Source: an optimization exercise on an open RTL-to-GDS flow (aim: small area and a short achievable clock period). Production flows keep margins and buffers that such runs may drop.
Function was checked by simulation only, so behaviour that the tests miss may differ from the original.
Power is estimated from default activity; no workload was simulated.

File: design/flow/config.mk
export PLATFORM = sky130hd
export DESIGN_NAME = cpu
export DESIGN_NICKNAME = cpu
export VERILOG_FILES = /design/flow/design.v
export SDC_FILE = /design/flow/constraint.sdc
export NUM_CORES = 4
export LEC_CHECK = 0
export CAP_MARGIN = 20
export CORE_MARGIN = 2
export CORE_UTILIZATION = 40
export SETUP_SLACK_MARGIN = 0.2
export SLEW_MARGIN = 20
File: design/flow/constraint.sdc
create_clock -name core_clock -period 7.5 [get_ports {i_clk}]
set_input_delay 1.5000 -clock core_clock [delete_from_list [all_inputs] [get_ports {i_clk}]]
set_output_delay 1.5000 -clock core_clock [all_outputs]
set_load 0.01 [all_outputs]
File: design/flow/design.v
`default_nettype none
module alu(
	input i_clk,
	input i_rst,
	input [1:0] i_input_op,
	input i_data_valid,
	input [31:0] i_data,
	input [1:0] i_output_op,
	input i_result_empty,
	output o_result_valid,
	output [31:0] o_result,
	output [4:0] o_result_flags
);
	reg [31:0] plus_s;
	reg [31:1] plus_c;
	reg [31:0] and_m;
	reg [31:0] or_v;
	reg [31:0] xor_v;
	reg [3:0] full;
	wire [31:0] plus_c32 = {plus_c, 1'b0};
	wire [31:0] plus_val = plus_s + plus_c32;
	wire [31:0] and_val = full[1] ? and_m : 32'b0;
	wire [3:0] wr = {4{i_data_valid}} & (4'b0001 << i_input_op);
	wire [3:0] rd = {4{i_result_empty}} & (4'b0001 << i_output_op);
	wire [31:0] csa_s = plus_s ^ plus_c32 ^ i_data;
	wire [31:0] csa_c = (plus_s & plus_c32) | (plus_s & i_data) | (plus_c32 & i_data);
	always @(posedge i_clk) begin
		if (i_rst) begin
			plus_s <= 32'b0;
			plus_c <= 31'b0;
			and_m <= 32'hFFFFFFFF;
			or_v <= 32'b0;
			xor_v <= 32'b0;
			full <= 4'b0;
		end else begin
			if (wr[0]) begin
				plus_s <= csa_s;
				plus_c <= csa_c[30:0];
			end else if (rd[0]) begin
				plus_s <= 32'b0;
				plus_c <= 31'b0;
			end
			if (wr[1])
				and_m <= and_m & i_data;
			else if (rd[1])
				and_m <= 32'hFFFFFFFF;
			if (wr[2])
				or_v <= or_v | i_data;
			else if (rd[2])
				or_v <= 32'b0;
			if (wr[3])
				xor_v <= xor_v ^ i_data;
			else if (rd[3])
				xor_v <= 32'b0;
			full <= (full | wr) & ~(rd & ~wr);
		end
	end
	reg [31:0] result;
	always @(*) begin
		case (i_output_op)
			2'd0: result = plus_val;
			2'd1: result = and_val;
			2'd2: result = or_v;
			default: result = xor_v;
		endcase
	end
	assign o_result = result;
	assign o_result_valid = full[i_output_op];
	assign o_result_flags = {^result, ~|result, 1'b0, result[31], 1'b0};
endmodule
`default_nettype none
module cpu(
	input i_clk,
	input i_rst,
	output [31:0] o_pc,
	input [39:0] i_instr,
	output [7:0] o_gpio
);
	reg [31:0] datamem [0:63];
	reg [31:0] gprs [0:31];
	reg [31:0] reg_pc;
	reg [2:0] reg_status;  
	reg [31:0] reg_rng;
	reg [5:0] reg_ref;
	reg [7:0] reg_gpio;
	assign o_pc = reg_pc;
	assign o_gpio = reg_gpio;
	wire t = i_instr[39];
	wire [31:0] lit = i_instr[37:6];
	wire [5:0] src = i_instr[11:6];
	wire [5:0] dst = i_instr[5:0];
	wire src_alu = t && src[5:2] == 4'b0001;
	wire src_rng = t && src == 6'd3;
	wire alu_valid;
	wire [31:0] alu_result;
	wire [4:0] alu_flags;
	wire [31:0] def_val = datamem[reg_ref];
	wire [31:0] status_val = {27'b0, reg_status[2:1], 1'b0, reg_status[0], 1'b0};
	reg [31:0] spr_val;
	always @(*) begin
		case (src[4:0])
			5'd0: spr_val = reg_pc;
			5'd1: spr_val = status_val;
			5'd3: spr_val = reg_rng;
			5'd4, 5'd5, 5'd6, 5'd7: spr_val = alu_result;
			5'd10: spr_val = {26'b0, reg_ref};
			5'd11: spr_val = def_val;
			5'd13: spr_val = {24'b0, reg_gpio};
			default: spr_val = 32'b0;
		endcase
	end
	wire [31:0] reg_val = src[5] ? gprs[src[4:0]] : spr_val;
	wire [31:0] source_value = t ? reg_val : lit;
	alu ALU (
		.i_clk(i_clk),
		.i_rst(i_rst),
		.i_input_op(dst[1:0]),
		.i_data_valid(dst[5:2] == 4'b0001),
		.i_data(source_value),
		.i_output_op(src_alu ? src[1:0] : 2'b00),
		.i_result_empty(src_alu),
		.o_result_valid(alu_valid),
		.o_result(alu_result),
		.o_result_flags(alu_flags)
	);
	wire zero = source_value == 32'b0;
	wire [31:0] pc1 = reg_pc + 32'd1;
	wire [31:0] pc2 = reg_pc + 32'd2;
	reg [31:0] next_pc;
	always @(*) begin
		case (dst)
			6'd0: next_pc = source_value;
			6'd8: next_pc = zero ? pc2 : pc1;
			6'd9: next_pc = zero ? pc1 : pc2;
			default: next_pc = pc1;
		endcase
	end
	wire rng_bit = ^(reg_rng & 32'h800007D8);
	always @(posedge i_clk) begin
		if (!i_rst) begin
			if (dst == 6'd11)
				datamem[reg_ref] <= source_value;
			if (dst[5])
				gprs[dst[4:0]] <= source_value;
		end
	end
	always @(posedge i_clk) begin
		if (i_rst) begin
			reg_pc <= 32'b0;
			reg_status <= 3'b0;
			reg_rng <= 32'b0;
			reg_ref <= 6'b0;
			reg_gpio <= 8'b0;
		end else begin
			reg_pc <= next_pc;
			if (alu_valid)
				reg_status <= {alu_flags[4:3], alu_flags[1]};
			if (src_rng)
				reg_rng <= {rng_bit, reg_rng[31:1]};
			else if (dst == 6'd3)
				reg_rng <= source_value;
			if (dst == 6'd10)
				reg_ref <= source_value[5:0];
			if (dst == 6'd13)
				reg_gpio <= source_value[7:0];
		end
	end
endmodule
File: design/flow/run.sh
#!/bin/bash
# synth_recipe.tcl (not shown) runs the flow's synth.tcl, then flattens the netlist and writes it again
# the make line also repeats each setting of config.mk as NAME=value (left out here)
make -C /OpenROAD-flow-scripts/flow DESIGN_CONFIG=/design/flow/config.mk WORK_HOME=/design/flow/orfs CLKGATE_MAP_FILE= SYNTH_SCRIPT=/design/flow/synth_recipe.tcl finish
==> qor.yml <==
fin_setup_tns_ns: 0
worst_pin_slew_ns: 1.203
ys_async_sr_fraction_pct: 0
rows: 212
power_uw: 39820
r2r_setup_slack_ns: 0.90
crit_path_end: "reg_pc[29]"
grt_overflow: 0
die_w_um: 582.9
vias_per_cell: 6.115
synth_flop_cell: "edfxtp_1"
clk_pin_slew_ns: 0.06
numPortBuffers: 80
peakVddDrop_uv: 196.6
grt_use_total_pct: 25.07
wl_per_cell_um: 34.64
drt_iter0_drc: 11480
drive_above_1_share_pct: 23.90
cp.arrival_ns: 7.44
yosysWarnings: 2
status: "finished clean"
crit_fanout: 46
ctsHoldBuffers: 0
post_cts_buffers: 0
cts_resized: 0
rsz0062_at_grt: "false"
start_kind: "flip-flop"
root_buffer: "clkbuf_16"
cts_tree: "done"
fin_util_pct: 46.45
htreeDepth: 5
finalClockSkew_ns: 0.09910
worst-setup-path-type: "flip-flop to flip-flop"
rr_endpoint: "reg_pc[29]"
grt_pass1_vias: 74900
worstSkewPairLatency_ns: 0.96
drv_slew: 0
synth-seq-area-share_pct: 72.55
fin_crit_sh_pct: 87.97
wirelength_um: 432600
hold_class: "flip-flop to flip-flop"
syn_avg_cell_area_um2: 18.33
syn_nets: 7435
grt_pass1_wl_um: 597100
hpwl_um: 275300
slew_headroom_pct: 19.19
power_density_nw_per_um2: 257.1
synth_edf_count: 3072
critPathRequiredTime_ns: 8.34
cts_max_path_buffers: 4
dieArea_um2: 339800
die_h_um: 582.9
min_period_ns: 6.597
nets: 7921
p_leak_uw: 0.04831
syn_inst: 7313
r2r_cells: 17
first_pass_iters: 9
synth-seq-cells: 3322
grt_max_degree: 103
core-area_um2: 333400
antenna_found_initial: 30
dr_total_vias: 76360
gp_congestion: 0.9773
timing.fmax_mhz: 151.6
remaining_drc_errors: 0
clkSinkCount: 3322
syn_area_um2: 134000
max_cap_viol_count: 0
numCtsBuffers: 348
antenna_left: 0
initial_utilization_pct: 40.20
setup_viol: 0
area_growth_syn_to_layout_pct: 15.53
yosysUniqueCellTypes: 99
hold_viol: 0
crit_path_end_kind: "flip-flop"
pin_count: 82
worst max-delay path, cell delays in order (launching register included):
cell	delay, ns
dfxtp_4	0.89
buf_12	0.34
buf_12	0.31
mux4_2	0.35
mux2i_1	0.71
o221ai_1	0.25
o21ai_0	0.24
a21o_1	0.43
nor3b_1	0.37
a31oi_1	0.15
a2111o_1	0.32
or4_1	0.54
nor3_4	0.24
mux2i_1	0.26
nor2_1	0.12
buf_4	0.17
or4_1	0.47
a31oi_1	0.19
sequential cells by signal, indices dropped and copies added, names as in the netlist, named ones only:
name / flops
ALU.and_m: 32
reg_pc: 32
ALU.full: 4
gprs: 1024
reg_ref: 6
reg_rng: 32
reg_gpio: 8
ALU.or_v: 32
datamem: 2048
reg_status: 3
ALU.plus_s: 32
ALU.plus_c: 31
ALU.xor_v: 32
synth_stat cells, types with 10 or more instances:
library cell  number  area [um^2]
a211oi_1          44        330.3
fa_1              31        620.6
xnor2_1           50        437.9
a221o_1           11        110.1
a22oi_1          150         1126
a221oi_1          46        402.9
mux2_2            49        551.8
ha_1              49        613.1
a2111oi_0         14        122.6
o22ai_1           80        500.5
buf_4             61        457.9
a21oi_1          240         1201
nand4_1           37        231.5
a222oi_1          16        160.2
buf_2             95        475.5
mux4_1            10        262.8
o221ai_1          14        122.6
and3_1            25        156.4
clkbuf_1         189        709.4
mux2i_1          239         2392
a311oi_1          30        262.8
mux4_2           717        16150
buf_1             27        101.4
or4_1             13        97.59
nor3_1            70        350.3
a22o_1            19        166.4
a31oi_1           43        269.0
nand3b_1          10        75.07
nand2_1          351         1318
nor4_1            25        156.4
buf_6             48        540.5
dfxtp_1          250         5005
edfxtp_1        3072        92250
and2_1            25        156.4
inv_1            105        394.1
nor2b_1           46        287.8
a21o_1            15        112.6
o211ai_1          20        150.1
nand2b_1          29        181.4
xor2_1            49        429.2
nor2_1           490         1839
o21ai_0          123        615.6
nand3_1           83        415.4
or3_1             25        156.4
cell type report:
class                   instances  area, um^2
clock buffers                 418        9105
flip-flops and latches       3322       97270
multi-input cells            3455       35110
inverters                     110       422.9
repair buffers                562        5150
fillers                     27880      178600
well taps                    4387        5489
diodes                          9       22.52
clock inverters               225        2296
per-stage QoR:
step / hold slack, ns / cell area, um^2 / setup slack, ns / cells
finish: 0.4619 / 154900 / 0.9025 / 12490
global route: 0.4876 / 154800 / 0.7039 / 12480
CTS: 0.4638 / 154700 / 0.9541 / 12470
detailed placement: 0.4534 / 143300 / 0.3087 / 11830
global placement: 0.4481 / 143200 / 0.4053 / 11830
floorplan: 0.4394 / 134100 / 0.3230 / 7313
cells by family (layout without fill, tap and decap cells):
kind of cell	count (synthesis)	in the layout	synth area share, %
AO/OA/AOI/OAI	976	976	4.979
buffers and inverters	536	1315	2.067
flip-flops	3322	3322	72.55
adder cells (fa/ha/maj)	80	80	0.9203
other	0	9	0
XOR/XNOR	99	99	0.6468
AND/OR/NAND/NOR	1284	1284	4.387
multiplexers	1016	1016	14.45
power breakdown:
part	internal, uW	switching [uW]
Clock	10000	7360
Combinational	461	1370
Sequential	20500	34.8
worst min-delay path by stage:
stage / end / cells past startpoint / start / slack (ns)
after floorplan: ALU.and_m[24] / 2 / ALU.and_m[24] / 0.44
after detailed placement: ALU.and_m[5] / 2 / ALU.and_m[5] / 0.45
after global placement: ALU.and_m[21] / 2 / ALU.and_m[21] / 0.45
final: ALU.and_m[5] / 2 / ALU.and_m[5] / 0.46
after global routing: ALU.and_m[22] / 2 / ALU.and_m[22] / 0.49
after CTS: ALU.and_m[5] / 2 / ALU.and_m[5] / 0.46
placed cells by master (no fill, tap or decap), types with 51 or more instances in the layout:
cell type           n
buf_12             51
clkbuf_16         351
dfxtp_1           245
mux2i_1           239
a22oi_1           150
nor2_4            101
a21oi_1           237
mux4_2            717
clkinv_1           89
buf_4             427
clkbuf_1           60
edfxtp_1         3072
inv_1              98
nand3_1            83
nor3_1             67
clkinv_2           64
nor2_1            389
clkdlybuf4s50_1    74
o21ai_0           122
o22ai_1            80
nand2_1           349
routing by layer:
metal	vias up	GRT usage, %	wire (um)
met5	-	0	41
met4	6	11.68	22930
met3	803	4.949	43240
met2	4214	38.25	196100
met1	40590	34.76	170200
li1	30750	-	-

-- re-timing with driven ports --
How much do the figures lean on ideal ports? The routed layout below was timed once more, with nothing changed but the port constraints.
Step 1 (the two cells are an assumption about what drives the block):
set clk [get_ports {i_clk}]
set_driving_cell -lib_cell sky130_fd_sc_hd__clkbuf_16 $clk
set_driving_cell -lib_cell sky130_fd_sc_hd__buf_2 [delete_from_list [all_inputs] $clk]
Step 2 moves the port delays by t, midway between the first and last clock arrival at a register: inputs arrive t later, outputs are due t later. That takes back most of the time a late clock gives input paths.
Three values: ideal, step 1, step 2; two values: the first two.
shift t [ns]: 1.018
setup slack, ns: 0.903 / 0.903 / 0.290
clock arrival spread, ns: 0.102 / 0.102
cell pins on the clock port's net: 1
After both steps setup and hold are still met in this run. For this run, drivers alone change the setup slack by 0.000 ns; drivers and shift together by -0.613 ns.
